What follows belongs to an exercise in optimizing a design on an open flow for small area; a production flow would make more cautious choices.
Function was checked by simulation only, so behaviour that the tests miss may differ from the original.
No activity file was given, so power comes from the tool's default toggle rates.

==> module averaging, before the edit <==
module averaging(
    input clk,
    input rst,
    input en,
    input take_average,
    input [9:0] waveform,
    output [9:0] averaged_waveform
    );
    reg [11:0] cnt1;
    reg [21:0] sum;
    reg [9:0] avg_reg;
    reg [6:0] rem_hi;
    reg pending;
    wire done = &{cnt1[11:7], cnt1[5], cnt1[0]};
    wire acc = take_average & ~done;
    wire start = en & ~acc & ~pending;
    wire [16:0] num = pending ? {rem_hi, avg_reg[4:0], sum[4:0]} : sum[21:5];
    wire [4:0] q;
    wire [12:0] w5, w4, w3, w2, w1, w0;
    wire [12:0] dv = {1'b0, cnt1};
    wire [12:0] r4, r3, r2, r1, r0;
    vm_divstep #(13) s4(.t(num[16:4]), .d(dv), .q(q[4]), .r(r4));
    vm_divstep #(13) s3(.t({r4[11:0], num[3]}), .d(dv), .q(q[3]), .r(r3));
    vm_divstep #(13) s2(.t({r3[11:0], num[2]}), .d(dv), .q(q[2]), .r(r2));
    vm_divstep #(13) s1(.t({r2[11:0], num[1]}), .d(dv), .q(q[1]), .r(r1));
    vm_divstep #(13) s0(.t({r1[11:0], num[0]}), .d(dv), .q(q[0]), .r(r0));
    assign averaged_waveform = pending ? {avg_reg[9:5], q} : avg_reg;
    wire [21:0] sum_next;
    wire c10;
    wire take = en & acc;
    vm_add #(10) add_lo(.a(sum[9:0]), .b(waveform & {10{take}}), .ci(1'b0), .s(sum_next[9:0]), .co(c10));
    vm_inc #(12) add_hi(.a(sum[21:10]), .ci(c10), .s(sum_next[21:10]));
    wire [11:0] cnt1_next;
    vm_inc #(12) inc(.a(cnt1), .ci(take), .s(cnt1_next));
    always @(posedge clk) begin
        rem_hi <= r0[11:5];
        if (rst) begin
            sum <= 22'd0;
            cnt1 <= 12'd1;
            avg_reg <= 10'd0;
            pending <= 1'b0;
        end else begin
            pending <= start;
            sum <= sum_next;
            cnt1 <= cnt1_next;
            if (start)
                avg_reg <= {q, r0[4:0]};
            else if (pending)
                avg_reg[4:0] <= q;
        end
    end
endmodule
==> flow/config.mk <==
export PLATFORM = sky130hd
export DESIGN_NAME = volume_meter
export DESIGN_NICKNAME = volume_meter
export VERILOG_FILES = /design/flow/design.v
export SDC_FILE = /design/flow/constraint.sdc
export NUM_CORES = 4
export LEC_CHECK = 0
export ABC_AREA = 1
export CAP_MARGIN = 20
export CORE_MARGIN = 2
export CORE_UTILIZATION = 40
export CTS_BUF_LIST = sky130_fd_sc_hd__clkbuf_8
export GPL_TIMING_DRIVEN = 0
export SLEW_MARGIN = 20
==> flow/constraint.sdc <==
create_clock -name core_clock -period 150.0 [get_ports {clk}]
set_input_delay 30.0000 -clock core_clock [delete_from_list [all_inputs] [get_ports {clk}]]
set_output_delay 30.0000 -clock core_clock [all_outputs]
set_load 0.01 [all_outputs]
standard.sh (not shown) runs the stock make flow with config.mk's settings and CLKGATE_MAP_FILE= SYNTH_SCRIPT=/design/flow/synth_recipe.tcl, a recipe that flattens the netlist after the stock synthesis.
==> flow/flow/run.sh <==
#!/bin/bash
# Standard layout, except that the combinational logic of the standard
# synthesis netlist is re-mapped with an area-oriented ABC script before
# floorplanning (flow/remap.tcl, flow/remap.abc), and the make variables in
# flow/extra_args (one per line) are added to the layout steps.
# Flip-flops (instances, names, cell types) are kept as synthesis made them.
set -euo pipefail
W=$PWD
R=$W/orfs/results/$FLOW_PLATFORM/volume_meter/base
bash standard.sh synth > $W/synth.log 2>&1
cp $R/1_2_yosys.v $W/standard_1_2_yosys.v
REMAP_LIB=$FLOW_HOME/platforms/$FLOW_PLATFORM/lib/sky130_fd_sc_hd__tt_025C_1v80.lib \
REMAP_IN=$W/standard_1_2_yosys.v REMAP_OUT=$W/remap_1_2_yosys.v \
REMAP_SCRIPT=$W/flow/remap.abc REMAP_TOP=$FLOW_TOP \
  yosys -c $W/flow/remap.tcl > $W/remap.log 2>&1
cp $W/remap_1_2_yosys.v $R/1_2_yosys.v
rm -f $R/1_synth.odb $R/1_synth.sdc
extra=()
if [[ -f $W/flow/extra_args ]]; then
  while IFS= read -r line; do [[ -n $line ]] && extra+=("$line"); done < $W/flow/extra_args
fi
bash standard.sh "${extra[@]}" finish > $W/layout.log 2>&1
Other scripts of this flow, unchanged in this note and not shown: flow/flow/extra_args, flow/flow/remap.abc, flow/flow/remap.tcl
Then changed:
--- a/flow/design.v
+++ b/flow/design.v
@@ -28,11 +28,10 @@
     assign averaged_waveform = pending ? {avg_reg[9:5], q} : avg_reg;
     wire [21:0] sum_next;
     wire c10;
-    wire take = en & acc;
-    vm_add #(10) add_lo(.a(sum[9:0]), .b(waveform & {10{take}}), .ci(1'b0), .s(sum_next[9:0]), .co(c10));
+    vm_add #(10) add_lo(.a(sum[9:0]), .b(waveform), .ci(1'b0), .s(sum_next[9:0]), .co(c10));
     vm_inc #(12) add_hi(.a(sum[21:10]), .ci(c10), .s(sum_next[21:10]));
     wire [11:0] cnt1_next;
-    vm_inc #(12) inc(.a(cnt1), .ci(take), .s(cnt1_next));
+    vm_inc #(12) inc(.a(cnt1), .ci(1'b1), .s(cnt1_next));
     always @(posedge clk) begin
         rem_hi <= r0[11:5];
         if (rst) begin
@@ -42,8 +41,10 @@
             pending <= 1'b0;
         end else begin
             pending <= start;
-            sum <= sum_next;
-            cnt1 <= cnt1_next;
+            if (en & acc) begin
+                sum <= sum_next;
+                cnt1 <= cnt1_next;
+            end
             if (start)
                 avg_reg <= {q, r0[4:0]};
             else if (pending)
The changed run finished with timing, DRC and antenna clean.
Utilization shrinks by 1.0 points.
Design area shrinks slightly.
Maximum frequency shrinks slightly.
Synthesized cell count is unchanged.
Global-route usage grows by 0.95 points.
Wire length grows by a few percent.
Total power shrinks by a few percent.
Sequential power barely changes.

==> afterwards: timing with drivers on the ports <==
The flow's constraints put no driver on any port. The routed layouts listed below were extracted and timed again, unchanged, in two steps. Step 1, drivers: a clkbuf_16 drives clk and a buf_2 each remaining input, both assumed. Step 2, shift: input delay + t, output delay - t, t = (earliest + latest rising clock arrival at the registers) / 2. This alone moves slack from input paths to output paths. a / b / c = ideal / step 1 / step 2; a / b = the first two.
run | shift t [ns] | setup slack, ns | worst setup path at the end
the first run | 0.415 | 107.912 / 107.930 / 107.515 | input to register
the second run | 0.405 | 107.080 / 107.091 / 106.686 | input to register
After both steps every run listed still meets setup and hold. For the first run, which loses most, drivers alone change the setup slack by +0.018 ns; drivers and shift together by -0.397 ns.
